Source: an optimization exercise on an open RTL-to-GDS flow (aim: small area, a short achievable clock period and few clock cycles). Production flows keep margins and buffers that such runs may drop. Function was checked by simulation only, so behaviour that the tests miss may differ from the original.

==> design/flow/design.v <==
module lfsr(d, n);
input  [8:0] d;
output [8:0] n;
assign n = {d[7:0], d[1] ^ d[2] ^ d[3] ^ d[7]};
endmodule
module beetle_left_antenna(nd1, nd2, q1, q2, ra, rb);
input [17:0] nd1, nd2;    
input q1, q2;
output [32:0] ra, rb;
wire hs0, hk0;
assign {hk0, hs0} = {1'b0, (~nd1[0] & ~nd1[6])} + {1'b0, (~nd1[1] & ~nd1[5])};
wire hs1, hk1;
assign {hk1, hs1} = {1'b0, (~nd1[0] & ~nd1[4])} + {1'b0, (~nd1[1] & ~nd1[3])};
wire s0, k0;
assign {k0, s0} = {1'b0, (~nd1[0] & ~nd1[5])} + {1'b0, (~nd1[1] & ~nd1[4])} + {1'b0, (~nd1[3] & nd1[2])};
wire s1, k1;
assign {k1, s1} = {1'b0, (~nd1[2] & ~nd1[4])} + {1'b0, (~nd1[3] & ~nd1[2])} + {1'b0, hs0};
wire [8:0] Alo = {1'b0, k0, hk1, hs1, (~nd1[0] & ~nd1[3]), (~nd1[0] & ~nd1[2]), (~nd1[1] & nd1[0]), 1'b0, ~nd1[0]} + {1'b0, s1, s0, (~nd1[2] & ~nd1[1]), (~nd1[2] & nd1[1]), (~nd1[1] & ~nd1[0]), 1'b0, 1'b0, 1'b0};
wire hs2, hk2;
assign {hk2, hs2} = {1'b0, (~nd2[0] & ~nd2[6])} + {1'b0, (~nd2[1] & ~nd2[5])};
wire hs3, hk3;
assign {hk3, hs3} = {1'b0, (~nd2[0] & ~nd2[4])} + {1'b0, (~nd2[1] & ~nd2[3])};
wire s2, k2;
assign {k2, s2} = {1'b0, (~nd2[0] & ~nd2[5])} + {1'b0, (~nd2[1] & ~nd2[4])} + {1'b0, (~nd2[3] & nd2[2])};
wire s3, k3;
assign {k3, s3} = {1'b0, (~nd2[2] & ~nd2[4])} + {1'b0, (~nd2[3] & ~nd2[2])} + {1'b0, hs2};
wire [8:0] Blo = {1'b0, k2, hk3, hs3, (~nd2[0] & ~nd2[3]), (~nd2[0] & ~nd2[2]), (~nd2[1] & nd2[0]), 1'b0, ~nd2[0]} + {1'b0, s3, s2, (~nd2[2] & ~nd2[1]), (~nd2[2] & nd2[1]), (~nd2[1] & ~nd2[0]), 1'b0, 1'b0, 1'b0};
wire hs4, hk4;
assign {hk4, hs4} = {1'b0, (~nd1[0] & ~nd1[7])} + {1'b0, (~nd1[1] & ~nd1[6])};
wire hs5, hk5;
assign {hk5, hs5} = {1'b0, (~nd1[0] & ~nd1[12])} + {1'b0, (~nd1[1] & ~nd1[11])};
wire s4, k4;
assign {k4, s4} = {1'b0, (~nd1[0] & ~nd1[13])} + {1'b0, (~nd1[1] & ~nd1[12])} + {1'b0, (~nd1[2] & ~nd1[11])};
wire s5, k5;
assign {k5, s5} = {1'b0, (~nd1[0] & ~nd1[14])} + {1'b0, (~nd1[1] & ~nd1[13])} + {1'b0, (~nd1[2] & ~nd1[12])};
wire s6, k6;
assign {k6, s6} = {1'b0, (~nd1[3] & ~nd1[11])} + {1'b0, (~nd1[4] & ~nd1[10])} + {1'b0, (~nd1[5] & ~nd1[9])};
wire s7, k7;
assign {k7, s7} = {1'b0, (~nd1[0] & ~nd1[15])} + {1'b0, (~nd1[1] & ~nd1[14])} + {1'b0, (~nd1[2] & ~nd1[13])};
wire s8, k8;
assign {k8, s8} = {1'b0, (~nd1[3] & ~nd1[12])} + {1'b0, (~nd1[4] & ~nd1[11])} + {1'b0, (~nd1[5] & ~nd1[10])};
wire hs6, hk6;
assign {hk6, hs6} = {1'b0, (~nd1[6] & ~nd1[9])} + {1'b0, (~nd1[8] & nd1[7])};
wire s9, k9;
assign {k9, s9} = {1'b0, (~nd1[0] & ~nd1[16])} + {1'b0, (~nd1[1] & ~nd1[15])} + {1'b0, (~nd1[2] & ~nd1[14])};
wire s10, k10;
assign {k10, s10} = {1'b0, (~nd1[3] & ~nd1[13])} + {1'b0, (~nd1[4] & ~nd1[12])} + {1'b0, (~nd1[5] & ~nd1[11])};
wire s11, k11;
assign {k11, s11} = {1'b0, (~nd1[6] & ~nd1[10])} + {1'b0, (~nd1[7] & ~nd1[9])} + {1'b0, (~nd1[8] & ~nd1[7])};
wire s12, k12;
assign {k12, s12} = {1'b0, (~nd2[0] & ~nd2[16])} + {1'b0, (~nd2[1] & ~nd2[15])} + {1'b0, (~nd2[2] & ~nd2[14])};
wire s13, k13;
assign {k13, s13} = {1'b0, (~nd1[1] & ~nd1[16])} + {1'b0, (~nd1[2] & ~nd1[15])} + {1'b0, (~nd1[3] & ~nd1[14])};
wire s14, k14;
assign {k14, s14} = {1'b0, (~nd1[4] & ~nd1[13])} + {1'b0, (~nd1[5] & ~nd1[12])} + {1'b0, (~nd1[6] & ~nd1[11])};
wire s15, k15;
assign {k15, s15} = {1'b0, (~nd1[7] & ~nd1[10])} + {1'b0, (~nd1[9] & nd1[8])} + {1'b0, (nd1[17] | nd1[0])};
wire s16, k16;
assign {k16, s16} = {1'b0, (~nd2[1] & ~nd2[16])} + {1'b0, (~nd2[2] & ~nd2[15])} + {1'b0, (~nd2[3] & ~nd2[14])};
wire hs7, hk7;
assign {hk7, hs7} = {1'b0, (~nd2[4] & ~nd2[13])} + {1'b0, (~nd2[5] & ~nd2[12])};
wire s17, k17;
assign {k17, s17} = {1'b0, 1'b1} + {1'b0, (~nd1[2] & ~nd1[16])} + {1'b0, (~nd1[3] & ~nd1[15])};
wire s18, k18;
assign {k18, s18} = {1'b0, (~nd1[4] & ~nd1[14])} + {1'b0, (~nd1[5] & ~nd1[13])} + {1'b0, (~nd1[6] & ~nd1[12])};
wire s19, k19;
assign {k19, s19} = {1'b0, (~nd1[7] & ~nd1[11])} + {1'b0, (~nd1[8] & ~nd1[10])} + {1'b0, (~nd1[9] & ~nd1[8])};
wire s20, k20;
assign {k20, s20} = {1'b0, (nd1[17] | nd1[1])} + {1'b0, (~nd2[2] & ~nd2[16])} + {1'b0, (~nd2[3] & ~nd2[15])};
wire s21, k21;
assign {k21, s21} = {1'b0, (~nd2[4] & ~nd2[14])} + {1'b0, (~nd2[5] & ~nd2[13])} + {1'b0, (~nd2[6] & ~nd2[12])};
wire hs8, hk8;
assign {hk8, hs8} = {1'b0, (~nd2[7] & ~nd2[11])} + {1'b0, (~nd2[8] & ~nd2[10])};
wire s22, k22;
assign {k22, s22} = {1'b0, (~nd1[3] & ~nd1[16])} + {1'b0, (~nd1[4] & ~nd1[15])} + {1'b0, (~nd1[5] & ~nd1[14])};
wire s23, k23;
assign {k23, s23} = {1'b0, (~nd1[6] & ~nd1[13])} + {1'b0, (~nd1[7] & ~nd1[12])} + {1'b0, (~nd1[8] & ~nd1[11])};
wire s24, k24;
assign {k24, s24} = {1'b0, (~nd1[10] & nd1[9])} + {1'b0, (nd1[17] | nd1[2])} + {1'b0, (~nd2[3] & ~nd2[16])};
wire s25, k25;
assign {k25, s25} = {1'b0, (~nd2[4] & ~nd2[15])} + {1'b0, (~nd2[5] & ~nd2[14])} + {1'b0, (~nd2[6] & ~nd2[13])};
wire hs9, hk9;
assign {hk9, hs9} = {1'b0, (~nd2[7] & ~nd2[12])} + {1'b0, (~nd2[8] & ~nd2[11])};
wire s26, k26;
assign {k26, s26} = {1'b0, (~nd1[4] & ~nd1[16])} + {1'b0, (~nd1[5] & ~nd1[15])} + {1'b0, (~nd1[6] & ~nd1[14])};
wire s27, k27;
assign {k27, s27} = {1'b0, (~nd1[7] & ~nd1[13])} + {1'b0, (~nd1[8] & ~nd1[12])} + {1'b0, (~nd1[9] & ~nd1[11])};
wire s28, k28;
assign {k28, s28} = {1'b0, (~nd1[10] & ~nd1[9])} + {1'b0, (nd1[17] | nd1[3])} + {1'b0, (~nd2[4] & ~nd2[16])};
wire s29, k29;
assign {k29, s29} = {1'b0, (~nd2[5] & ~nd2[15])} + {1'b0, (~nd2[6] & ~nd2[14])} + {1'b0, (~nd2[7] & ~nd2[13])};
wire s30, k30;
assign {k30, s30} = {1'b0, (~nd1[5] & ~nd1[16])} + {1'b0, (~nd1[6] & ~nd1[15])} + {1'b0, (~nd1[7] & ~nd1[14])};
wire s31, k31;
assign {k31, s31} = {1'b0, (~nd1[8] & ~nd1[13])} + {1'b0, (~nd1[9] & ~nd1[12])} + {1'b0, (~nd1[11] & nd1[10])};
wire hs10, hk10;
assign {hk10, hs10} = {1'b0, (nd1[17] | nd1[4])} + {1'b0, (~nd2[5] & ~nd2[16])};
wire s32, k32;
assign {k32, s32} = {1'b0, (~nd1[6] & ~nd1[16])} + {1'b0, (~nd1[7] & ~nd1[15])} + {1'b0, (~nd1[8] & ~nd1[14])};
wire s33, k33;
assign {k33, s33} = {1'b0, (~nd1[9] & ~nd1[13])} + {1'b0, (~nd1[10] & ~nd1[12])} + {1'b0, (~nd1[11] & ~nd1[10])};
wire hs11, hk11;
assign {hk11, hs11} = {1'b0, (~nd1[7] & ~nd1[16])} + {1'b0, (~nd1[8] & ~nd1[15])};
wire s34, k34;
assign {k34, s34} = {1'b0, (~nd1[2] & ~nd1[5])} + {1'b0, (~nd1[4] & nd1[3])} + {1'b0, (~nd2[0] & ~nd2[7])};
wire s35, k35;
assign {k35, s35} = {1'b0, (~nd2[1] & ~nd2[6])} + {1'b0, (~nd2[2] & ~nd2[5])} + {1'b0, (~nd2[4] & nd2[3])};
wire s36, k36;
assign {k36, s36} = {1'b0, (~nd1[0] & ~nd1[8])} + {1'b0, (~nd1[1] & ~nd1[7])} + {1'b0, (~nd1[2] & ~nd1[6])};
wire s37, k37;
assign {k37, s37} = {1'b0, (~nd1[3] & ~nd1[5])} + {1'b0, (~nd1[4] & ~nd1[3])} + {1'b0, (~nd2[0] & ~nd2[8])};
wire s38, k38;
assign {k38, s38} = {1'b0, (~nd1[0] & ~nd1[9])} + {1'b0, (~nd1[1] & ~nd1[8])} + {1'b0, (~nd1[2] & ~nd1[7])};
wire hs12, hk12;
assign {hk12, hs12} = {1'b0, (~nd1[3] & ~nd1[6])} + {1'b0, (~nd1[5] & nd1[4])};
wire s39, k39;
assign {k39, s39} = {1'b0, (~nd1[0] & ~nd1[10])} + {1'b0, (~nd1[1] & ~nd1[9])} + {1'b0, (~nd1[2] & ~nd1[8])};
wire s40, k40;
assign {k40, s40} = {1'b0, (~nd1[3] & ~nd1[7])} + {1'b0, (~nd1[4] & ~nd1[6])} + {1'b0, (~nd1[5] & ~nd1[4])};
wire hs13, hk13;
assign {hk13, hs13} = {1'b0, (~nd2[0] & ~nd2[10])} + {1'b0, (~nd2[1] & ~nd2[9])};
wire s41, k41;
assign {k41, s41} = {1'b0, (~nd1[0] & ~nd1[11])} + {1'b0, (~nd1[1] & ~nd1[10])} + {1'b0, (~nd1[2] & ~nd1[9])};
wire s42, k42;
assign {k42, s42} = {1'b0, (~nd1[3] & ~nd1[8])} + {1'b0, (~nd1[4] & ~nd1[7])} + {1'b0, (~nd1[6] & nd1[5])};
wire s43, k43;
assign {k43, s43} = {1'b0, (~nd2[0] & ~nd2[11])} + {1'b0, (~nd2[1] & ~nd2[10])} + {1'b0, (~nd2[2] & ~nd2[9])};
wire s44, k44;
assign {k44, s44} = {1'b0, (~nd1[2] & ~nd1[10])} + {1'b0, (~nd1[3] & ~nd1[9])} + {1'b0, (~nd1[4] & ~nd1[8])};
wire s45, k45;
assign {k45, s45} = {1'b0, (~nd1[5] & ~nd1[7])} + {1'b0, (~nd1[6] & ~nd1[5])} + {1'b0, (~nd2[0] & ~nd2[12])};
wire s46, k46;
assign {k46, s46} = {1'b0, (~nd2[1] & ~nd2[11])} + {1'b0, (~nd2[2] & ~nd2[10])} + {1'b0, (~nd2[3] & ~nd2[9])};
wire hs14, hk14;
assign {hk14, hs14} = {1'b0, (~nd2[4] & ~nd2[8])} + {1'b0, (~nd2[5] & ~nd2[7])};
wire s47, k47;
assign {k47, s47} = {1'b0, (~nd1[3] & ~nd1[10])} + {1'b0, (~nd1[4] & ~nd1[9])} + {1'b0, (~nd1[5] & ~nd1[8])};
wire s48, k48;
assign {k48, s48} = {1'b0, (~nd1[7] & nd1[6])} + {1'b0, (~nd2[0] & ~nd2[13])} + {1'b0, (~nd2[1] & ~nd2[12])};
wire s49, k49;
assign {k49, s49} = {1'b0, (~nd2[2] & ~nd2[11])} + {1'b0, (~nd2[3] & ~nd2[10])} + {1'b0, (~nd2[4] & ~nd2[9])};
wire s50, k50;
assign {k50, s50} = {1'b0, (~nd2[5] & ~nd2[8])} + {1'b0, (~nd2[7] & nd2[6])} + {1'b0, hk5};
wire s51, k51;
assign {k51, s51} = {1'b0, (~nd1[6] & ~nd1[8])} + {1'b0, (~nd1[7] & ~nd1[6])} + {1'b0, (~nd2[0] & ~nd2[14])};
wire s52, k52;
assign {k52, s52} = {1'b0, (~nd2[1] & ~nd2[13])} + {1'b0, (~nd2[2] & ~nd2[12])} + {1'b0, (~nd2[3] & ~nd2[11])};
wire s53, k53;
assign {k53, s53} = {1'b0, (~nd2[4] & ~nd2[10])} + {1'b0, (~nd2[5] & ~nd2[9])} + {1'b0, (~nd2[6] & ~nd2[8])};
wire s54, k54;
assign {k54, s54} = {1'b0, (~nd2[7] & ~nd2[6])} + {1'b0, k4} + {1'b0, s5};
wire s55, k55;
assign {k55, s55} = {1'b0, (~nd2[0] & ~nd2[15])} + {1'b0, (~nd2[1] & ~nd2[14])} + {1'b0, (~nd2[2] & ~nd2[13])};
wire s56, k56;
assign {k56, s56} = {1'b0, (~nd2[3] & ~nd2[12])} + {1'b0, (~nd2[4] & ~nd2[11])} + {1'b0, (~nd2[5] & ~nd2[10])};
wire s57, k57;
assign {k57, s57} = {1'b0, (~nd2[6] & ~nd2[9])} + {1'b0, (~nd2[8] & nd2[7])} + {1'b0, k5};
wire s58, k58;
assign {k58, s58} = {1'b0, k6} + {1'b0, s7} + {1'b0, s8};
wire s59, k59;
assign {k59, s59} = {1'b0, (~nd2[3] & ~nd2[13])} + {1'b0, (~nd2[4] & ~nd2[12])} + {1'b0, (~nd2[5] & ~nd2[11])};
wire s60, k60;
assign {k60, s60} = {1'b0, (~nd2[6] & ~nd2[10])} + {1'b0, (~nd2[7] & ~nd2[9])} + {1'b0, (~nd2[8] & ~nd2[7])};
wire s61, k61;
assign {k61, s61} = {1'b0, k7} + {1'b0, k8} + {1'b0, hk6};
wire s62, k62;
assign {k62, s62} = {1'b0, s9} + {1'b0, s10} + {1'b0, s11};
wire s63, k63;
assign {k63, s63} = {1'b0, (~nd2[6] & ~nd2[11])} + {1'b0, (~nd2[7] & ~nd2[10])} + {1'b0, (~nd2[9] & nd2[8])};
wire s64, k64;
assign {k64, s64} = {1'b0, (nd2[17] | nd2[0])} + {1'b0, k9} + {1'b0, k10};
wire s65, k65;
assign {k65, s65} = {1'b0, k11} + {1'b0, k12} + {1'b0, s13};
wire s66, k66;
assign {k66, s66} = {1'b0, s14} + {1'b0, s15} + {1'b0, s16};
wire s67, k67;
assign {k67, s67} = {1'b0, (~nd2[9] & ~nd2[8])} + {1'b0, (nd2[17] | nd2[1])} + {1'b0, k13};
wire s68, k68;
assign {k68, s68} = {1'b0, k14} + {1'b0, k15} + {1'b0, k16};
wire s69, k69;
assign {k69, s69} = {1'b0, hk7} + {1'b0, s17} + {1'b0, s18};
wire s70, k70;
assign {k70, s70} = {1'b0, s19} + {1'b0, s20} + {1'b0, s21};
wire s71, k71;
assign {k71, s71} = {1'b0, (~nd2[10] & nd2[9])} + {1'b0, (nd2[17] | nd2[2])} + {1'b0, k17};
wire s72, k72;
assign {k72, s72} = {1'b0, k18} + {1'b0, k19} + {1'b0, k20};
wire s73, k73;
assign {k73, s73} = {1'b0, k21} + {1'b0, hk8} + {1'b0, s22};
wire s74, k74;
assign {k74, s74} = {1'b0, s23} + {1'b0, s24} + {1'b0, s25};
wire s75, k75;
assign {k75, s75} = {1'b0, (~nd2[8] & ~nd2[12])} + {1'b0, (~nd2[9] & ~nd2[11])} + {1'b0, (~nd2[10] & ~nd2[9])};
wire s76, k76;
assign {k76, s76} = {1'b0, (nd2[17] | nd2[3])} + {1'b0, k22} + {1'b0, k23};
wire s77, k77;
assign {k77, s77} = {1'b0, k24} + {1'b0, k25} + {1'b0, hk9};
wire s78, k78;
assign {k78, s78} = {1'b0, s26} + {1'b0, s27} + {1'b0, s28};
wire s79, k79;
assign {k79, s79} = {1'b0, (~nd2[6] & ~nd2[15])} + {1'b0, (~nd2[7] & ~nd2[14])} + {1'b0, (~nd2[8] & ~nd2[13])};
wire s80, k80;
assign {k80, s80} = {1'b0, (~nd2[9] & ~nd2[12])} + {1'b0, (~nd2[11] & nd2[10])} + {1'b0, (nd2[17] | nd2[4])};
wire s81, k81;
assign {k81, s81} = {1'b0, k26} + {1'b0, k27} + {1'b0, k28};
wire s82, k82;
assign {k82, s82} = {1'b0, k29} + {1'b0, s30} + {1'b0, s31};
wire s83, k83;
assign {k83, s83} = {1'b0, (nd1[17] | nd1[5])} + {1'b0, (~nd2[6] & ~nd2[16])} + {1'b0, (~nd2[7] & ~nd2[15])};
wire s84, k84;
assign {k84, s84} = {1'b0, (~nd2[8] & ~nd2[14])} + {1'b0, (~nd2[9] & ~nd2[13])} + {1'b0, (~nd2[10] & ~nd2[12])};
wire s85, k85;
assign {k85, s85} = {1'b0, (~nd2[11] & ~nd2[10])} + {1'b0, (nd2[17] | nd2[5])} + {1'b0, k30};
wire s86, k86;
assign {k86, s86} = {1'b0, k31} + {1'b0, hk10} + {1'b0, s32};
wire s87, k87;
assign {k87, s87} = {1'b0, (~nd1[9] & ~nd1[14])} + {1'b0, (~nd1[10] & ~nd1[13])} + {1'b0, (~nd1[12] & nd1[11])};
wire s88, k88;
assign {k88, s88} = {1'b0, (nd1[17] | nd1[6])} + {1'b0, (~nd2[7] & ~nd2[16])} + {1'b0, (~nd2[8] & ~nd2[15])};
wire s89, k89;
assign {k89, s89} = {1'b0, (~nd2[9] & ~nd2[14])} + {1'b0, (~nd2[10] & ~nd2[13])} + {1'b0, (~nd2[12] & nd2[11])};
wire s90, k90;
assign {k90, s90} = {1'b0, (nd2[17] | nd2[6])} + {1'b0, k32} + {1'b0, k33};
wire s91, k91;
assign {k91, s91} = {1'b0, (~nd1[8] & ~nd1[16])} + {1'b0, (~nd1[9] & ~nd1[15])} + {1'b0, (~nd1[10] & ~nd1[14])};
wire s92, k92;
assign {k92, s92} = {1'b0, (~nd1[11] & ~nd1[13])} + {1'b0, (~nd1[12] & ~nd1[11])} + {1'b0, (nd1[17] | nd1[7])};
wire s93, k93;
assign {k93, s93} = {1'b0, (~nd2[8] & ~nd2[16])} + {1'b0, (~nd2[9] & ~nd2[15])} + {1'b0, (~nd2[10] & ~nd2[14])};
wire s94, k94;
assign {k94, s94} = {1'b0, (~nd2[11] & ~nd2[13])} + {1'b0, (~nd2[12] & ~nd2[11])} + {1'b0, (nd2[17] | nd2[7])};
wire s95, k95;
assign {k95, s95} = {1'b0, (~nd1[9] & ~nd1[16])} + {1'b0, (~nd1[10] & ~nd1[15])} + {1'b0, (~nd1[11] & ~nd1[14])};
wire s96, k96;
assign {k96, s96} = {1'b0, (~nd1[13] & nd1[12])} + {1'b0, (nd1[17] | nd1[8])} + {1'b0, (~nd2[9] & ~nd2[16])};
wire hs15, hk15;
assign {hk15, hs15} = {1'b0, (~nd2[10] & ~nd2[15])} + {1'b0, (~nd2[11] & ~nd2[14])};
wire s97, k97;
assign {k97, s97} = {1'b0, (~nd1[10] & ~nd1[16])} + {1'b0, (~nd1[11] & ~nd1[15])} + {1'b0, (~nd1[12] & ~nd1[14])};
wire s98, k98;
assign {k98, s98} = {1'b0, (~nd1[13] & ~nd1[12])} + {1'b0, (nd1[17] | nd1[9])} + {1'b0, (~nd2[10] & ~nd2[16])};
wire hs16, hk16;
assign {hk16, hs16} = {1'b0, (~nd1[11] & ~nd1[16])} + {1'b0, (~nd1[12] & ~nd1[15])};
wire s99, k99;
assign {k99, s99} = {1'b0, hk0} + {1'b0, hk2} + {1'b0, s34};
wire hs17, hk17;
assign {hk17, hs17} = {1'b0, s35} + {1'b0, hs4};
wire s100, k100;
assign {k100, s100} = {1'b0, (~nd2[1] & ~nd2[7])} + {1'b0, (~nd2[2] & ~nd2[6])} + {1'b0, (~nd2[3] & ~nd2[5])};
wire s101, k101;
assign {k101, s101} = {1'b0, (~nd2[4] & ~nd2[3])} + {1'b0, k34} + {1'b0, k35};
wire hs18, hk18;
assign {hk18, hs18} = {1'b0, hk4} + {1'b0, s36};
wire s102, k102;
assign {k102, s102} = {1'b0, (~nd2[0] & ~nd2[9])} + {1'b0, (~nd2[1] & ~nd2[8])} + {1'b0, (~nd2[2] & ~nd2[7])};
wire s103, k103;
assign {k103, s103} = {1'b0, (~nd2[3] & ~nd2[6])} + {1'b0, (~nd2[5] & nd2[4])} + {1'b0, k36};
wire s104, k104;
assign {k104, s104} = {1'b0, k37} + {1'b0, s38} + {1'b0, hs12};
wire s105, k105;
assign {k105, s105} = {1'b0, (~nd2[2] & ~nd2[8])} + {1'b0, (~nd2[3] & ~nd2[7])} + {1'b0, (~nd2[4] & ~nd2[6])};
wire s106, k106;
assign {k106, s106} = {1'b0, (~nd2[5] & ~nd2[4])} + {1'b0, k38} + {1'b0, hk12};
wire s107, k107;
assign {k107, s107} = {1'b0, s39} + {1'b0, s40} + {1'b0, hs13};
wire s108, k108;
assign {k108, s108} = {1'b0, (~nd2[3] & ~nd2[8])} + {1'b0, (~nd2[4] & ~nd2[7])} + {1'b0, (~nd2[6] & nd2[5])};
wire s109, k109;
assign {k109, s109} = {1'b0, k39} + {1'b0, k40} + {1'b0, hk13};
wire s110, k110;
assign {k110, s110} = {1'b0, s41} + {1'b0, s42} + {1'b0, s43};
wire s111, k111;
assign {k111, s111} = {1'b0, (~nd2[6] & ~nd2[5])} + {1'b0, k41} + {1'b0, k42};
wire s112, k112;
assign {k112, s112} = {1'b0, k43} + {1'b0, s44} + {1'b0, s45};
wire s113, k113;
assign {k113, s113} = {1'b0, s46} + {1'b0, hs14} + {1'b0, hs5};
wire s114, k114;
assign {k114, s114} = {1'b0, k44} + {1'b0, k45} + {1'b0, k46};
wire s115, k115;
assign {k115, s115} = {1'b0, hk14} + {1'b0, s47} + {1'b0, s48};
wire s116, k116;
assign {k116, s116} = {1'b0, s49} + {1'b0, s4} + {1'b0, s50};
wire s117, k117;
assign {k117, s117} = {1'b0, k47} + {1'b0, k48} + {1'b0, k49};
wire s118, k118;
assign {k118, s118} = {1'b0, s51} + {1'b0, s52} + {1'b0, s53};
wire s119, k119;
assign {k119, s119} = {1'b0, s6} + {1'b0, k50} + {1'b0, s54};
wire s120, k120;
assign {k120, s120} = {1'b0, k51} + {1'b0, k52} + {1'b0, k53};
wire s121, k121;
assign {k121, s121} = {1'b0, s55} + {1'b0, s56} + {1'b0, hs6};
wire s122, k122;
assign {k122, s122} = {1'b0, k54} + {1'b0, s57} + {1'b0, s58};
wire s123, k123;
assign {k123, s123} = {1'b0, k55} + {1'b0, k56} + {1'b0, s59};
wire s124, k124;
assign {k124, s124} = {1'b0, s60} + {1'b0, s12} + {1'b0, k57};
wire s125, k125;
assign {k125, s125} = {1'b0, k58} + {1'b0, s61} + {1'b0, s62};
wire s126, k126;
assign {k126, s126} = {1'b0, k59} + {1'b0, k60} + {1'b0, s63};
wire s127, k127;
assign {k127, s127} = {1'b0, hs7} + {1'b0, k61} + {1'b0, k62};
wire s128, k128;
assign {k128, s128} = {1'b0, s64} + {1'b0, s65} + {1'b0, s66};
wire s129, k129;
assign {k129, s129} = {1'b0, k63} + {1'b0, hs8} + {1'b0, k64};
wire s130, k130;
assign {k130, s130} = {1'b0, k65} + {1'b0, k66} + {1'b0, s67};
wire s131, k131;
assign {k131, s131} = {1'b0, s68} + {1'b0, s69} + {1'b0, s70};
wire s132, k132;
assign {k132, s132} = {1'b0, hs9} + {1'b0, k67} + {1'b0, k68};
wire s133, k133;
assign {k133, s133} = {1'b0, k69} + {1'b0, k70} + {1'b0, s71};
wire s134, k134;
assign {k134, s134} = {1'b0, s72} + {1'b0, s73} + {1'b0, s74};
wire s135, k135;
assign {k135, s135} = {1'b0, s75} + {1'b0, s29} + {1'b0, k71};
wire s136, k136;
assign {k136, s136} = {1'b0, k72} + {1'b0, k73} + {1'b0, k74};
wire s137, k137;
assign {k137, s137} = {1'b0, s76} + {1'b0, s77} + {1'b0, s78};
wire s138, k138;
assign {k138, s138} = {1'b0, k75} + {1'b0, s79} + {1'b0, s80};
wire s139, k139;
assign {k139, s139} = {1'b0, hs10} + {1'b0, k76} + {1'b0, k77};
wire s140, k140;
assign {k140, s140} = {1'b0, k78} + {1'b0, s81} + {1'b0, s82};
wire s141, k141;
assign {k141, s141} = {1'b0, k79} + {1'b0, k80} + {1'b0, s83};
wire s142, k142;
assign {k142, s142} = {1'b0, s84} + {1'b0, s33} + {1'b0, k81};
wire s143, k143;
assign {k143, s143} = {1'b0, k82} + {1'b0, s85} + {1'b0, s86};
wire s144, k144;
assign {k144, s144} = {1'b0, k83} + {1'b0, k84} + {1'b0, s87};
wire s145, k145;
assign {k145, s145} = {1'b0, s88} + {1'b0, s89} + {1'b0, hs11};
wire s146, k146;
assign {k146, s146} = {1'b0, k85} + {1'b0, k86} + {1'b0, s90};
wire s147, k147;
assign {k147, s147} = {1'b0, k87} + {1'b0, k88} + {1'b0, k89};
wire s148, k148;
assign {k148, s148} = {1'b0, hk11} + {1'b0, s91} + {1'b0, s92};
wire s149, k149;
assign {k149, s149} = {1'b0, s93} + {1'b0, s94} + {1'b0, k90};
wire s150, k150;
assign {k150, s150} = {1'b0, (~nd2[13] & nd2[12])} + {1'b0, (nd2[17] | nd2[8])} + {1'b0, k91};
wire s151, k151;
assign {k151, s151} = {1'b0, k92} + {1'b0, k93} + {1'b0, k94};
wire s152, k152;
assign {k152, s152} = {1'b0, s95} + {1'b0, s96} + {1'b0, hs15};
wire s153, k153;
assign {k153, s153} = {1'b0, (~nd2[11] & ~nd2[15])} + {1'b0, (~nd2[12] & ~nd2[14])} + {1'b0, (~nd2[13] & ~nd2[12])};
wire s154, k154;
assign {k154, s154} = {1'b0, (nd2[17] | nd2[9])} + {1'b0, k95} + {1'b0, k96};
wire s155, k155;
assign {k155, s155} = {1'b0, hk15} + {1'b0, s97} + {1'b0, s98};
wire s156, k156;
assign {k156, s156} = {1'b0, (~nd1[14] & nd1[13])} + {1'b0, (nd1[17] | nd1[10])} + {1'b0, (~nd2[11] & ~nd2[16])};
wire s157, k157;
assign {k157, s157} = {1'b0, (~nd2[12] & ~nd2[15])} + {1'b0, (~nd2[14] & nd2[13])} + {1'b0, (nd2[17] | nd2[10])};
wire s158, k158;
assign {k158, s158} = {1'b0, k97} + {1'b0, k98} + {1'b0, hs16};
wire s159, k159;
assign {k159, s159} = {1'b0, (~nd1[12] & ~nd1[16])} + {1'b0, (~nd1[13] & ~nd1[15])} + {1'b0, (~nd1[14] & ~nd1[13])};
wire s160, k160;
assign {k160, s160} = {1'b0, (nd1[17] | nd1[11])} + {1'b0, (~nd2[12] & ~nd2[16])} + {1'b0, (~nd2[13] & ~nd2[15])};
wire s161, k161;
assign {k161, s161} = {1'b0, (~nd2[14] & ~nd2[13])} + {1'b0, (nd2[17] | nd2[11])} + {1'b0, hk16};
wire s162, k162;
assign {k162, s162} = {1'b0, (~nd1[13] & ~nd1[16])} + {1'b0, (~nd1[15] & nd1[14])} + {1'b0, (nd1[17] | nd1[12])};
wire hs19, hk19;
assign {hk19, hs19} = {1'b0, (~nd2[13] & ~nd2[16])} + {1'b0, (~nd2[15] & nd2[14])};
wire s163, k163;
assign {k163, s163} = {1'b0, (~nd1[14] & ~nd1[16])} + {1'b0, (~nd1[15] & ~nd1[14])} + {1'b0, (nd1[17] | nd1[13])};
wire s164, k164;
assign {k164, s164} = {1'b0, k1} + {1'b0, k3} + {1'b0, s99};
wire s165, k165;
assign {k165, s165} = {1'b0, s100} + {1'b0, s37} + {1'b0, k99};
wire hs20, hk20;
assign {hk20, hs20} = {1'b0, hk17} + {1'b0, s101};
wire s166, k166;
assign {k166, s166} = {1'b0, k100} + {1'b0, s102} + {1'b0, k101};
wire s167, k167;
assign {k167, s167} = {1'b0, hk18} + {1'b0, s103} + {1'b0, s104};
wire s168, k168;
assign {k168, s168} = {1'b0, k102} + {1'b0, s105} + {1'b0, k103};
wire s169, k169;
assign {k169, s169} = {1'b0, k104} + {1'b0, s106} + {1'b0, s107};
wire s170, k170;
assign {k170, s170} = {1'b0, k105} + {1'b0, s108} + {1'b0, k106};
wire s171, k171;
assign {k171, s171} = {1'b0, k107} + {1'b0, s109} + {1'b0, s110};
wire s172, k172;
assign {k172, s172} = {1'b0, k108} + {1'b0, k109} + {1'b0, k110};
wire s173, k173;
assign {k173, s173} = {1'b0, s111} + {1'b0, s112} + {1'b0, s113};
wire s174, k174;
assign {k174, s174} = {1'b0, k111} + {1'b0, k112} + {1'b0, k113};
wire s175, k175;
assign {k175, s175} = {1'b0, s114} + {1'b0, s115} + {1'b0, s116};
wire s176, k176;
assign {k176, s176} = {1'b0, k114} + {1'b0, k115} + {1'b0, s117};
wire s177, k177;
assign {k177, s177} = {1'b0, s118} + {1'b0, k116} + {1'b0, s119};
wire s178, k178;
assign {k178, s178} = {1'b0, k117} + {1'b0, k118} + {1'b0, s120};
wire s179, k179;
assign {k179, s179} = {1'b0, s121} + {1'b0, k119} + {1'b0, s122};
wire s180, k180;
assign {k180, s180} = {1'b0, k120} + {1'b0, k121} + {1'b0, s123};
wire s181, k181;
assign {k181, s181} = {1'b0, s124} + {1'b0, k122} + {1'b0, s125};
wire s182, k182;
assign {k182, s182} = {1'b0, k123} + {1'b0, s126} + {1'b0, k124};
wire s183, k183;
assign {k183, s183} = {1'b0, s127} + {1'b0, k125} + {1'b0, s128};
wire s184, k184;
assign {k184, s184} = {1'b0, k126} + {1'b0, k127} + {1'b0, s129};
wire s185, k185;
assign {k185, s185} = {1'b0, s130} + {1'b0, k128} + {1'b0, s131};
wire s186, k186;
assign {k186, s186} = {1'b0, k129} + {1'b0, k130} + {1'b0, s132};
wire s187, k187;
assign {k187, s187} = {1'b0, s133} + {1'b0, k131} + {1'b0, s134};
wire s188, k188;
assign {k188, s188} = {1'b0, k132} + {1'b0, k133} + {1'b0, s135};
wire s189, k189;
assign {k189, s189} = {1'b0, s136} + {1'b0, k134} + {1'b0, s137};
wire s190, k190;
assign {k190, s190} = {1'b0, s138} + {1'b0, k135} + {1'b0, k136};
wire s191, k191;
assign {k191, s191} = {1'b0, s139} + {1'b0, k137} + {1'b0, s140};
wire s192, k192;
assign {k192, s192} = {1'b0, k138} + {1'b0, s141} + {1'b0, k139};
wire s193, k193;
assign {k193, s193} = {1'b0, s142} + {1'b0, k140} + {1'b0, s143};
wire s194, k194;
assign {k194, s194} = {1'b0, k141} + {1'b0, s144} + {1'b0, s145};
wire s195, k195;
assign {k195, s195} = {1'b0, k142} + {1'b0, s146} + {1'b0, k143};
wire s196, k196;
assign {k196, s196} = {1'b0, k144} + {1'b0, k145} + {1'b0, s147};
wire s197, k197;
assign {k197, s197} = {1'b0, s148} + {1'b0, k146} + {1'b0, s149};
wire s198, k198;
assign {k198, s198} = {1'b0, k147} + {1'b0, k148} + {1'b0, s150};
wire s199, k199;
assign {k199, s199} = {1'b0, s151} + {1'b0, s152} + {1'b0, k149};
wire s200, k200;
assign {k200, s200} = {1'b0, s153} + {1'b0, k150} + {1'b0, k151};
wire s201, k201;
assign {k201, s201} = {1'b0, k152} + {1'b0, s154} + {1'b0, s155};
wire s202, k202;
assign {k202, s202} = {1'b0, k153} + {1'b0, s156} + {1'b0, s157};
wire s203, k203;
assign {k203, s203} = {1'b0, k154} + {1'b0, k155} + {1'b0, s158};
wire s204, k204;
assign {k204, s204} = {1'b0, k156} + {1'b0, k157} + {1'b0, s159};
wire s205, k205;
assign {k205, s205} = {1'b0, s160} + {1'b0, k158} + {1'b0, s161};
wire s206, k206;
assign {k206, s206} = {1'b0, (nd2[17] | nd2[12])} + {1'b0, k159} + {1'b0, k160};
wire s207, k207;
assign {k207, s207} = {1'b0, s162} + {1'b0, hs19} + {1'b0, k161};
wire s208, k208;
assign {k208, s208} = {1'b0, (~nd2[14] & ~nd2[16])} + {1'b0, (~nd2[15] & ~nd2[14])} + {1'b0, (nd2[17] | nd2[13])};
wire s209, k209;
assign {k209, s209} = {1'b0, k162} + {1'b0, hk19} + {1'b0, s163};
wire s210, k210;
assign {k210, s210} = {1'b0, (~nd1[16] & nd1[15])} + {1'b0, (nd1[17] | nd1[14])} + {1'b0, (~nd2[16] & nd2[15])};
wire hs21, hk21;
assign {hk21, hs21} = {1'b0, (nd2[17] | nd2[14])} + {1'b0, k163};
wire s211, k211;
assign {k211, s211} = {1'b0, (~nd1[16] & ~nd1[15])} + {1'b0, (nd1[17] | nd1[15])} + {1'b0, (~nd2[16] & ~nd2[15])};
wire s212, k212;
assign {k212, s212} = {1'b0, (nd2[17] | nd2[15])} + {1'b0, (q1 & ~nd1[0])} + {1'b0, (q2 & ~nd2[0])};
wire s213, k213;
assign {k213, s213} = {1'b0, ~nd1[17]} + {1'b0, ~nd2[17]} + {1'b0, (nd1[17] | nd1[16])};
wire s214, k214;
assign {k214, s214} = {1'b0, (nd2[17] | nd2[16])} + {1'b0, (q1 & ~nd1[1])} + {1'b0, (q2 & ~nd2[1])};
wire hs22, hk22;
assign {hk22, hs22} = {1'b0, hs17} + {1'b0, s164};
wire s215, k215;
assign {k215, s215} = {1'b0, hs18} + {1'b0, s165} + {1'b0, hs20};
wire s216, k216;
assign {k216, s216} = {1'b0, k165} + {1'b0, hk20} + {1'b0, s166};
wire s217, k217;
assign {k217, s217} = {1'b0, k166} + {1'b0, s168} + {1'b0, k167};
wire s218, k218;
assign {k218, s218} = {1'b0, k168} + {1'b0, s170} + {1'b0, k169};
wire s219, k219;
assign {k219, s219} = {1'b0, k170} + {1'b0, s172} + {1'b0, k171};
wire s220, k220;
assign {k220, s220} = {1'b0, k172} + {1'b0, s174} + {1'b0, k173};
wire s221, k221;
assign {k221, s221} = {1'b0, k174} + {1'b0, s176} + {1'b0, k175};
wire s222, k222;
assign {k222, s222} = {1'b0, k176} + {1'b0, s178} + {1'b0, k177};
wire s223, k223;
assign {k223, s223} = {1'b0, k178} + {1'b0, s180} + {1'b0, k179};
wire s224, k224;
assign {k224, s224} = {1'b0, k180} + {1'b0, s182} + {1'b0, k181};
wire s225, k225;
assign {k225, s225} = {1'b0, k182} + {1'b0, s184} + {1'b0, k183};
wire s226, k226;
assign {k226, s226} = {1'b0, k184} + {1'b0, s186} + {1'b0, k185};
wire s227, k227;
assign {k227, s227} = {1'b0, k186} + {1'b0, s188} + {1'b0, k187};
wire s228, k228;
assign {k228, s228} = {1'b0, k188} + {1'b0, s190} + {1'b0, k189};
wire s229, k229;
assign {k229, s229} = {1'b0, k190} + {1'b0, s192} + {1'b0, k191};
wire s230, k230;
assign {k230, s230} = {1'b0, s194} + {1'b0, k192} + {1'b0, k193};
wire s231, k231;
assign {k231, s231} = {1'b0, s196} + {1'b0, k194} + {1'b0, k195};
wire s232, k232;
assign {k232, s232} = {1'b0, k196} + {1'b0, s198} + {1'b0, s199};
wire s233, k233;
assign {k233, s233} = {1'b0, k198} + {1'b0, s200} + {1'b0, s201};
wire s234, k234;
assign {k234, s234} = {1'b0, s202} + {1'b0, k200} + {1'b0, k201};
wire s235, k235;
assign {k235, s235} = {1'b0, k202} + {1'b0, s204} + {1'b0, s205};
wire s236, k236;
assign {k236, s236} = {1'b0, k204} + {1'b0, s206} + {1'b0, k205};
wire s237, k237;
assign {k237, s237} = {1'b0, s208} + {1'b0, k206} + {1'b0, s209};
wire s238, k238;
assign {k238, s238} = {1'b0, k208} + {1'b0, s210} + {1'b0, k209};
wire s239, k239;
assign {k239, s239} = {1'b0, k210} + {1'b0, s211} + {1'b0, s212};
wire s240, k240;
assign {k240, s240} = {1'b0, k211} + {1'b0, s213} + {1'b0, k212};
wire s241, k241;
assign {k241, s241} = {1'b0, (q1 & ~nd1[2])} + {1'b0, (q2 & ~nd2[2])} + {1'b0, k213};
wire hs23, hk23;
assign {hk23, hs23} = {1'b0, 1'b1} + {1'b0, (q1 & ~nd1[3])};
wire hs24, hk24;
assign {hk24, hs24} = {1'b0, 1'b1} + {1'b0, (q1 & ~nd1[4])};
wire hs25, hk25;
assign {hk25, hs25} = {1'b0, 1'b1} + {1'b0, (q1 & ~nd1[5])};
wire hs26, hk26;
assign {hk26, hs26} = {1'b0, 1'b1} + {1'b0, (q1 & ~nd1[6])};
wire hs27, hk27;
assign {hk27, hs27} = {1'b0, Alo[8]} + {1'b0, Blo[8]};
wire s242, k242;
assign {k242, s242} = {1'b0, k164} + {1'b0, hk22} + {1'b0, s215};
wire s243, k243;
assign {k243, s243} = {1'b0, s167} + {1'b0, k215} + {1'b0, s216};
wire s244, k244;
assign {k244, s244} = {1'b0, s169} + {1'b0, k216} + {1'b0, s217};
wire s245, k245;
assign {k245, s245} = {1'b0, s171} + {1'b0, k217} + {1'b0, s218};
wire s246, k246;
assign {k246, s246} = {1'b0, s173} + {1'b0, k218} + {1'b0, s219};
wire s247, k247;
assign {k247, s247} = {1'b0, k219} + {1'b0, s175} + {1'b0, s220};
wire s248, k248;
assign {k248, s248} = {1'b0, k220} + {1'b0, s177} + {1'b0, s221};
wire s249, k249;
assign {k249, s249} = {1'b0, s179} + {1'b0, k221} + {1'b0, s222};
wire s250, k250;
assign {k250, s250} = {1'b0, s181} + {1'b0, k222} + {1'b0, s223};
wire s251, k251;
assign {k251, s251} = {1'b0, s183} + {1'b0, k223} + {1'b0, s224};
wire s252, k252;
assign {k252, s252} = {1'b0, s185} + {1'b0, k224} + {1'b0, s225};
wire s253, k253;
assign {k253, s253} = {1'b0, s187} + {1'b0, k225} + {1'b0, s226};
wire s254, k254;
assign {k254, s254} = {1'b0, s189} + {1'b0, k226} + {1'b0, s227};
wire s255, k255;
assign {k255, s255} = {1'b0, s191} + {1'b0, k227} + {1'b0, s228};
wire s256, k256;
assign {k256, s256} = {1'b0, s193} + {1'b0, k228} + {1'b0, s229};
wire s257, k257;
assign {k257, s257} = {1'b0, s195} + {1'b0, k229} + {1'b0, s230};
wire s258, k258;
assign {k258, s258} = {1'b0, s197} + {1'b0, k230} + {1'b0, s231};
wire s259, k259;
assign {k259, s259} = {1'b0, k197} + {1'b0, k231} + {1'b0, s232};
wire s260, k260;
assign {k260, s260} = {1'b0, k199} + {1'b0, s233} + {1'b0, k232};
wire s261, k261;
assign {k261, s261} = {1'b0, s203} + {1'b0, k233} + {1'b0, s234};
wire s262, k262;
assign {k262, s262} = {1'b0, k203} + {1'b0, k234} + {1'b0, s235};
wire s263, k263;
assign {k263, s263} = {1'b0, s207} + {1'b0, s236} + {1'b0, k235};
wire s264, k264;
assign {k264, s264} = {1'b0, k207} + {1'b0, s237} + {1'b0, k236};
wire s265, k265;
assign {k265, s265} = {1'b0, hs21} + {1'b0, s238} + {1'b0, k237};
wire s266, k266;
assign {k266, s266} = {1'b0, hk21} + {1'b0, s239} + {1'b0, k238};
wire s267, k267;
assign {k267, s267} = {1'b0, s214} + {1'b0, k239} + {1'b0, s240};
wire s268, k268;
assign {k268, s268} = {1'b0, k214} + {1'b0, s241} + {1'b0, k240};
wire s269, k269;
assign {k269, s269} = {1'b0, (q2 & ~nd2[3])} + {1'b0, hs23} + {1'b0, k241};
wire s270, k270;
assign {k270, s270} = {1'b0, (q2 & ~nd2[4])} + {1'b0, hk23} + {1'b0, hs24};
wire s271, k271;
assign {k271, s271} = {1'b0, (q2 & ~nd2[5])} + {1'b0, hk24} + {1'b0, hs25};
wire s272, k272;
assign {k272, s272} = {1'b0, (q2 & ~nd2[6])} + {1'b0, hk25} + {1'b0, hs26};
wire hs28, hk28;
assign {hk28, hs28} = {1'b0, 1'b1} + {1'b0, hk26};
assign ra = {k272, k271, k270, k269, k268, k267, k266, k265, k264, k263, k262, k261, k260, k259, k258, k257, k256, k255, k254, k253, k252, k251, k250, k249, k248, k247, k246, k245, k244, k243, k242, hk27, hs27};
assign rb = {hs28, s272, s271, s270, s269, s268, s267, s266, s265, s264, s263, s262, s261, s260, s259, s258, s257, s256, s255, s254, s253, s252, s251, s250, s249, s248, s247, s246, s245, s244, s243, s242, hs22};
endmodule
module beetle_compare(al, bl, ar, br, gt);
input [32:0] al, bl, ar, br;
output gt;
wire [31:0] a = {~al[31], al[30:0]};
wire [31:0] b = bl[31:0];
wire [31:0] c = ~{~ar[31], ar[30:0]};
wire [31:0] e = ~br[31:0];
wire [32:0] tl = {1'b0, a} + {1'b0, b};
wire [32:0] tr = {1'b0, ~c} + {1'b0, br[31:0]};
wire [31:0] x1 = a ^ b;
wire [31:0] x2 = c ^ e;
wire [31:0] x = x1 ^ x2;
wire [31:0] co;
wire [31:0] ci = {co[30:0], 1'b1};
genvar i;
generate for (i = 0; i < 32; i = i + 1) begin : cmp4
  assign co[i] = x1[i] ? c[i] : a[i];
end endgenerate
wire [31:0] xs = x ^ ci;
wire [31:0] xk = {x[30:0] & ci[30:0] | ~x[30:0] & e[30:0], 1'b0};
wire k31 = x[31] ? ci[31] : e[31];
wire [32:0] ts = {1'b0, xs} + {1'b0, xk};
assign gt = ~(ts[32] ^ k31 ^ co[31] ^ tl[32] ^ tr[32]);
endmodule
module beetle_right_antenna(dir, sense, s3, step);
input  [8:0]  dir;
input  [12:0] sense;
input  [14:0] s3;
output [13:0] step;
wire [15:0] s1 = {3'b000, sense};
wire [15:0] s2 = {2'b00, sense, 1'b0};
wire [15:0] t3 = {1'b0, s3};
wire [15:0] s4 = {1'b0, sense, 2'b00};
wire [3:0] g0 = {dir[2:0], 1'b0};
wire [3:0] g1 = dir[5:2];
wire [3:0] g2 = dir[8:5];
wire [15:0] r0, r1, r2;
wire n0, n1, n2;
beetle_booth_row b0(g0, s1, s2, t3, s4, r0, n0);
beetle_booth_row b1(g1, s1, s2, t3, s4, r1, n1);
beetle_booth_row b2(g2, s1, s2, t3, s4, r2, n2);
wire [21:0] p = {{6{n0}}, r0} + {{3{n1}}, r1, 3'd0} + {r2, 6'd0}
              + {15'd0, n2, 2'b00, n1, 2'b00, n0};
assign step = p[21:8];
endmodule
module beetle_booth_row(g, s1, s2, s3, s4, r, n);
input  [3:0]  g;
input  [15:0] s1, s2, s3, s4;
output [15:0] r;
output n;
wire [2:0] a = g[3] ? ~g[2:0] : g[2:0];
wire m1 = ~a[2] & (a[1] ^ a[0]);
wire m2 = ~a[2] & a[1] & a[0] | a[2] & ~a[1] & ~a[0];
wire m3 = a[2] & (a[1] ^ a[0]);
wire m4 = a[2] & a[1] & a[0];
wire [15:0] mag = {16{m1}} & s1 | {16{m2}} & s2 | {16{m3}} & s3 | {16{m4}} & s4;
assign r = g[3] ? ~mag : mag;
assign n = g[3];
endmodule
module beetle_position(mx, my, nx, ny, d1, d2, q1, q2);
parameter NB = 0;
input  [15:0] mx, my;
input  signed [13:0] nx, ny;
output [17:0] d1, d2;
output q1, q2;
wire [15:0] fx = {{2{nx[13]}}, nx};
wire [15:0] fy = {{2{ny[13]}}, ny};
wire [15:0] ax = NB ? mx - fx : mx + fx;
wire [15:0] ay = NB ? my - fy : my + fy;
assign d1 = 18'd1791 - {2'b00, ax} - {ay[15], ay, 1'b0};
assign d2 = 18'd1279 - {ax[15], ax, 1'b0} - {2'b00, ay};
assign q1 = ay[15];
assign q2 = ax[15];
endmodule
module bas(clock,reset,load, seed_x,seed_y,iterations,x,y,x_extreme,y_extreme,out_value,done );
    input clock,reset,load;
    input [8:0] seed_x,seed_y;
    input [8:0] iterations;
    input [15:0] x,y;
    output signed [15:0] x_extreme,y_extreme;
    output signed [39:0] out_value;
    output reg done;
    reg [15:0] x_curr, y_curr;           
    reg signed [13:0] step_x, step_y;    
    reg signed [13:0] step_nx, step_ny;  
    reg [17:0] dl1, dl2, dr1, dr2;       
    reg ql1, ql2, qr1, qr2;              
    reg [32:0] value_curr;               
    reg [8:0] dir_x, dir_y;              
    reg [12:0] sense;                    
    reg [8:0] remain;
    reg run;
    reg first;                           
    reg [15:0] x_best, y_best;
    reg [32:0] value_best;
    reg value_init;                      
    wire [32:0] al, bl, ar, br;
    beetle_left_antenna ol(dl1, dl2, ql1, ql2, al, bl);
    beetle_left_antenna or_(dr1, dr2, qr1, qr2, ar, br);
    wire go_right;
    beetle_compare cmp(al, bl, ar, br, go_right);
    wire [32:0] odour_l = al + bl;
    wire [32:0] odour_r = ar + br;
    wire [15:0] x_l = x_curr + {{2{step_x[13]}}, step_x};
    wire [15:0] y_l = y_curr + {{2{step_y[13]}}, step_y};
    wire [15:0] x_r = x_curr - {{2{step_x[13]}}, step_x};
    wire [15:0] y_r = y_curr - {{2{step_y[13]}}, step_y};
    wire [17:0] ell1, ell2, elr1, elr2, erl1, erl2, err1, err2;
    wire qll1, qll2, qlr1, qlr2, qrl1, qrl2, qrr1, qrr2;
    wire signed [13:0] first_x = {{5{dir_x[8]}}, dir_x} + {{2{dir_x[8]}}, dir_x, 3'b000} + {dir_x[8], dir_x, 4'b0000};
    wire signed [13:0] first_y = {{5{dir_y[8]}}, dir_y} + {{2{dir_y[8]}}, dir_y, 3'b000} + {dir_y[8], dir_y, 4'b0000};
    wire signed [13:0] next_x = first ? first_x : step_nx;
    wire signed [13:0] next_y = first ? first_y : step_ny;
    beetle_position #(0) pll(x_l, y_l, next_x, next_y, ell1, ell2, qll1, qll2);
    beetle_position #(1) plr(x_l, y_l, next_x, next_y, elr1, elr2, qlr1, qlr2);
    beetle_position #(0) prl(x_r, y_r, next_x, next_y, erl1, erl2, qrl1, qrl2);
    beetle_position #(1) prr(x_r, y_r, next_x, next_y, err1, err2, qrr1, qrr2);
    wire signed [13:0] mul_x, mul_y;
    wire [14:0] sense3 = {2'b00, sense} + {1'b0, sense, 1'b0};
    wire [8:0] dir_x_n, dir_y_n;
    lfsr lx(dir_x, dir_x_n);
    lfsr ly(dir_y, dir_y_n);
    beetle_right_antenna mulx(dir_x_n, sense, sense3, mul_x);
    beetle_right_antenna muly(dir_y_n, sense, sense3, mul_y);
    assign x_extreme = x_best;
    assign y_extreme = y_best;
    assign out_value = {4'b0, {3{value_init}}, value_best};
    always @(posedge clock) begin
        if (reset) begin
            x_curr <= x;
            y_curr <= y;
            dl1 <= 18'd0;
            dl2 <= 18'd0;
            dr1 <= 18'd0;
            dr2 <= 18'd0;
            ql1 <= 1'b0;
            ql2 <= 1'b0;
            qr1 <= 1'b0;
            qr2 <= 1'b0;
            step_x <= 14'd0;
            step_y <= 14'd0;
            step_nx <= 14'd0;
            step_ny <= 14'd0;
            dir_x <= 9'd0;
            dir_y <= 9'd0;
        end else begin
            if (go_right) begin
                x_curr <= x_r;
                y_curr <= y_r;
                dl1 <= erl1;
                dl2 <= erl2;
                dr1 <= err1;
                dr2 <= err2;
                ql1 <= qrl1;
                ql2 <= qrl2;
                qr1 <= qrr1;
                qr2 <= qrr2;
            end else begin
                x_curr <= x_l;
                y_curr <= y_l;
                dl1 <= ell1;
                dl2 <= ell2;
                dr1 <= elr1;
                dr2 <= elr2;
                ql1 <= qll1;
                ql2 <= qll2;
                qr1 <= qlr1;
                qr2 <= qlr2;
            end
            step_x <= next_x;
            step_y <= next_y;
            step_nx <= mul_x;
            step_ny <= mul_y;
            if (load) begin
                dir_x <= seed_x;
                dir_y <= seed_y;
            end else begin
                dir_x <= dir_x_n;
                dir_y <= dir_y_n;
            end
        end
        value_curr <= go_right ? odour_r : odour_l;
        if (reset)
            sense <= 13'd6400;
        else
            sense <= sense - {8'd0, sense[12:8]} - {12'd0, sense[7:0] != 8'd0};
        if (reset) begin
            run <= 1'b0;
            done <= 1'b0;
            first <= 1'b0;
            x_best <= 16'd0;
            y_best <= 16'd0;
            value_best <= {33{1'b1}};
            value_init <= 1'b1;
        end else if (load) begin
            remain <= iterations;
            first <= 1'b1;
            run <= iterations != 9'd0;
            done <= iterations == 9'd0;
        end else if (run) begin
            remain <= remain - 9'd1;
            first <= 1'b0;
            if (remain == 9'd0) begin
                run <= 1'b0;
                done <= 1'b1;
            end
            if (!first && value_curr < value_best) begin
                x_best <= x_curr;
                y_best <= y_curr;
                value_best <= value_curr;
                value_init <= 1'b0;
            end
        end
    end
endmodule
==> design/flow/flow/run.sh <==
#!/bin/bash
# The standard layout: floorplan with the default timing repair, then the rest
# with timing repair aiming for 20 ns of setup slack at the design's clock
# period (over-fixing, as SETUP_SLACK_MARGIN does) on the worst 10% of
# endpoints, and buf_2 cells as the port buffers.
set -euo pipefail
bash standard.sh "BUFFER_PORTS_ARGS=-buffer_cell sky130_fd_sc_hd__buf_2" floorplan > orfs_make_floorplan.log 2>&1
bash standard.sh SETUP_SLACK_MARGIN=20 TNS_END_PERCENT=10 "BUFFER_PORTS_ARGS=-buffer_cell sky130_fd_sc_hd__buf_2" finish > orfs_make.log 2>&1
==> design/flow/standard.sh <==
#!/bin/bash
# synth_recipe.tcl (not shown) runs the flow's synth.tcl, then flattens the netlist and writes it again
# the make line also repeats each setting of config.mk as NAME=value (left out here)
make -C /OpenROAD-flow-scripts/flow DESIGN_CONFIG=/design/flow/config.mk WORK_HOME=/design/flow/orfs CLKGATE_MAP_FILE= SYNTH_SCRIPT=/design/flow/synth_recipe.tcl "${@:-finish}"
==> design/flow/config.mk <==
export PLATFORM = sky130hd
export DESIGN_NAME = bas
export DESIGN_NICKNAME = bas
export VERILOG_FILES = /design/flow/design.v
export SDC_FILE = /design/flow/constraint.sdc
export NUM_CORES = 8
export LEC_CHECK = 0
export ABC_AREA = 1
export CAP_MARGIN = 20
export CORE_MARGIN = 2
export CORE_UTILIZATION = 45
export SLEW_MARGIN = 20
==> design/flow/constraint.sdc <==
create_clock -name core_clock -period 27.0 [get_ports {clock}]
set_input_delay 5.4000 -clock core_clock [delete_from_list [all_inputs] [get_ports {clock}]]
set_output_delay 5.4000 -clock core_clock [all_outputs]
set_load 0.01 [all_outputs]
==> results by group <==
Routing
  • Pre-Repair DR Iteration Count: 6
  • # DRC: 0
  • Final ANT Viol Nets: 0
  • Drt total wl: 213300 um
  • Via density: 5.555
  • Post-DR wirelength/cell: 21.95 um
  • Via count: 53.98k
  • DR iter-0 viols: 5094

Clock network
  • Post-CTS Hold Fix Bufs: 0
  • CTS clk-pin slew, worst paths: 0.06 ns
  • CTS tree: built
  • Clk buf depth: 3
  • Root buf cell: clkbuf_16
  • CTS HTree Levels: 2
  • Sink Count: 304
  • Number of CTS-inserted buffers: 43
  • Clock Latency Late Sink: 0.65 ns

Floorplan
  • Die Y: 358.3 um
  • Initial core utilization: 0.4550
  • FP Rows: 129
  • I/O pins: 135
  • Die width: 358.3 um
  • Core Box Area: 124100 um^2
  • Die ar.: 128400 um^2

STA
  • Setup_tns: 0 ns
  • Final hold vios: 0
  • Final Cycle Share: 0.2575
  • Worst clock skew: 0.04713 ns
  • RSZ-0062 raised after global routing: true
  • Worst Tran Pin Value: 1.036 ns
  • Max-slew violation count: 0
  • Final setup vio count: 0
  • WHS: 0.4795 ns
  • Max Fclk: 143.8 MHz
  • Headroom to the max-slew limit: 0.3020
  • Min Tclk post-route: 6.953 ns

Finish
  • FF/Latch Area: 6346 um^2
  • Final #Nets: 9401
  • Cell Count, Final, Fillers Out: 9716
  • Synthesis-to-finish area growth: 14.06%
  • Most common cell after layout, fill and taps aside: nand2_1
  • Share of cells above drive strength 1: 0.1177
  • FILL cells: 12.36k
  • Multi-input gate area in the final layout: 45570 um^2
  • Most frequent cells in the layout: nand2_1 (1318), inv_1 (1193), nor2_1 (940)
  • Fin area: 64420 um^2

Critical path
  • Startpoint Class: input port
  • Delay-heaviest family, CP: buffers and inverters
  • CP Buf/Inv Count: 3
  • R2R cell count: 34
  • CP dominant cell by count: buf_4
  • Worst setup EP type: flop
  • Critical path arrival: 7.40 ns
  • Slowest cell on the critical path: buf_4
  • Crit path cell chain: buf_6 -> buf_4 -> buf_4 -> nor2_1
  • Worst EP required: 27.45 ns
  • Setup CP Type: in2reg
  • RR Endpoint: dl1[9]
  • Flop2flop setup slack: 20.05 ns
  • CP Max Fanout: 69
  • Worst r2r src: dl1[6]
  • Largest stage delay, worst path: 0.78 ns

Global route
  • Initial antenna violation count: 2
  • Tot GR Track Use: 0.3253
  • Pin count of the biggest net entering global routing: 79
  • First-pass GRT wire length: 317300 um
  • Vias in the first global route: 52.95k
  • GRT overflow: 0

Synth
  • Synth Instances: 7839
  • Synth Flop Type: dfxtp_1
  • Netlist Area Pre-Place: 56480 um^2
  • Async SR Flop Fraction: 0
  • Yosys reg bits: 304
  • Synthesized area per cell: 7.205 um^2
  • Number of synthesized flops with an enable pin: 9
  • Sequential area share after synthesis: 0.1093
  • Unique cell type count in the Yosys netlist: 70
  • Yosys Warn Count: 1

Status
  • Status: finished clean

Placement
  • Placed Instances: 9377
  • Number of port buffers: 130
  • Detailed placement HPWL: 165100 um
  • Post-DP Area: 58370 um^2
  • GPL Wtd Cong: 1.021

Hold path
  • Hold Path Cell Cnt: 2
  • HP Class: reg2reg
  • Hold Startpoint: x_best[7]
  • WHS Endpoint: x_best[7]

Flow run
  • Maxcap violations: 0
-- cell families (layout without fill, tap and decap cells) --
group                    Yosys count  after routing  synth area share
AND/OR/NAND/NOR                 2710           2714            0.1933
buffers and inverters           1576           1808            0.1080
AO/OA/AOI/OAI                   1421           1421            0.1415
adder cells (fa/ha/maj)         1294           1294            0.3644
XOR/XNOR                         527            527           0.08212
flip-flops                       304            304            0.1093
multiplexers                       6              6          0.001240
other                              1              5        0.00006639
-- state kept, by name, indices dropped and copies added, names as in the netlist, 14 cells and up --
register    count
x_best         16
dr1            17
value_best     33
step_nx        14
step_y         14
value_curr     33
dl2            18
dr2            17
y_best         16
dl1            18
x_curr         16
step_ny        14
y_curr         16
step_x         14
-- synth_stat cells, types with 13 or more instances --
cell type  count  area (um^2)
a31oi_1       28        175.2
a221oi_1      29        254.0
nand2_2       16        100.1
o21ai_1       33        165.2
o22ai_1       61        381.6
fa_1         585        11710
dfxtp_1      295         5906
buf_4         15        112.6
a21oi_1      609         3048
ha_1         709         8871
o31ai_1       17        127.6
nand4_1       44        275.3
xnor2_1      122         1069
nor2_1       959         3600
o221ai_1      16        140.1
xor2_1       402         3521
or2_2         19        118.9
clkinv_1      13        48.80
o21a_1        20        150.1
buf_2         38        190.2
nand3_1      238         1191
nor4_1        17        106.4
nand2_1     1330         4992
nor3_1        65        325.3
clkbuf_1     213        799.5
o21ai_0      443         2217
o21bai_1      27        202.7
a21boi_0      17        127.6
o211ai_1      23        172.7
a21o_1        27        202.7
inv_1       1267         4756
-- timing repair --
item	4_1_cts	5_1_grt
gates resized for setup	337	263
buffers inserted	135	108
gates cloned	13	4
pin swaps	35	107
endpoints found under the setup margin	188	177
hold endpoints to repair	0	0
-- worst max path at each step --
stage	from	end	slack [ns]	cells past startpoint
global route	dl1[0]	dl1[9]	19.86	34
detailed placement	dr1[14]	value_curr[18]	18.04	29
CTS	sense[5]	step_nx[13]	19.93	33
floorplan	reset	remain[0]	20.14	4
finish	reset	step_x[7]	20.05	4
global placement	dr1[10]	dr2[16]	18.21	28
-- cell type report --
| cell class | instances | share of cell area |
|---|---|---|
| timing repair buffer | 444 | 0.06143 |
| clock buffer | 57 | 0.01929 |
| inverter | 1286 | 0.07831 |
| antenna | 1 | 0.00003884 |
| tap | 1637 | 0.03179 |
| multi-input combinational | 5966 | 0.7074 |
| clock inverter | 21 | 0.003224 |
| sequential | 304 | 0.09851 |
-- routing by layer --
| layer | vias up | global-route usage | wire [um] |
|---|---|---|---|
| li1 | 25390 | - | - |
| met1 | 25730 | 0.4264 | 88840 |
| met2 | 2353 | 0.5353 | 96630 |
| met3 | 499 | 0.03645 | 15600 |
| met4 | 2 | 0.1541 | 12190 |
| met5 | - | 0 | 13 |
-- per-stage QoR --
stage          setup slack [ns]  utilization
2_1_floorplan             20.14            -
3_3_place_gp              18.21       0.4702
3_5_place_dp              18.04       0.4702
4_1_cts                   19.93       0.5032
5_1_grt                   19.86       0.5190
6_report                  20.05       0.5190
-- worst register-to-register path, delay by kind of cell (launching register included) --
| kind | cells | cell delay [ns] |
|---|---|---|
| adder cells (fa/ha/maj) | 8 | 3.39 |
| AND/OR/NAND/NOR | 13 | 1.41 |
| buffers and inverters | 8 | 0.96 |
| AO/OA/AOI/OAI | 5 | 0.69 |
| flip-flops | 1 | 0.38 |
Testbench counts, summed over its fixed seeds: cycles 49,176.

afterwards: timing with drivers on the ports:
How much do the figures lean on ideal ports? The routed layout below was timed once more, with nothing changed but the port constraints. Step 1: set_driving_cell puts a clkbuf_16 on clock and a buf_2 on each other input, an assumption about the parent block. Step 2 also shifts input and output timing later by t, the mid clock arrival at the registers, as if the neighbouring blocks saw the same clock. a / b / c = ideal ports / drivers / drivers and shift; a / b = the first two.
shift t [ns]: 0.711
setup slack, ns: 20.047 / 20.055 / 19.374
worst setup path at the end: input to register
After both steps setup and hold are still met in this run. For this run, drivers alone change the setup slack by +0.008 ns; drivers and shift together by -0.673 ns.
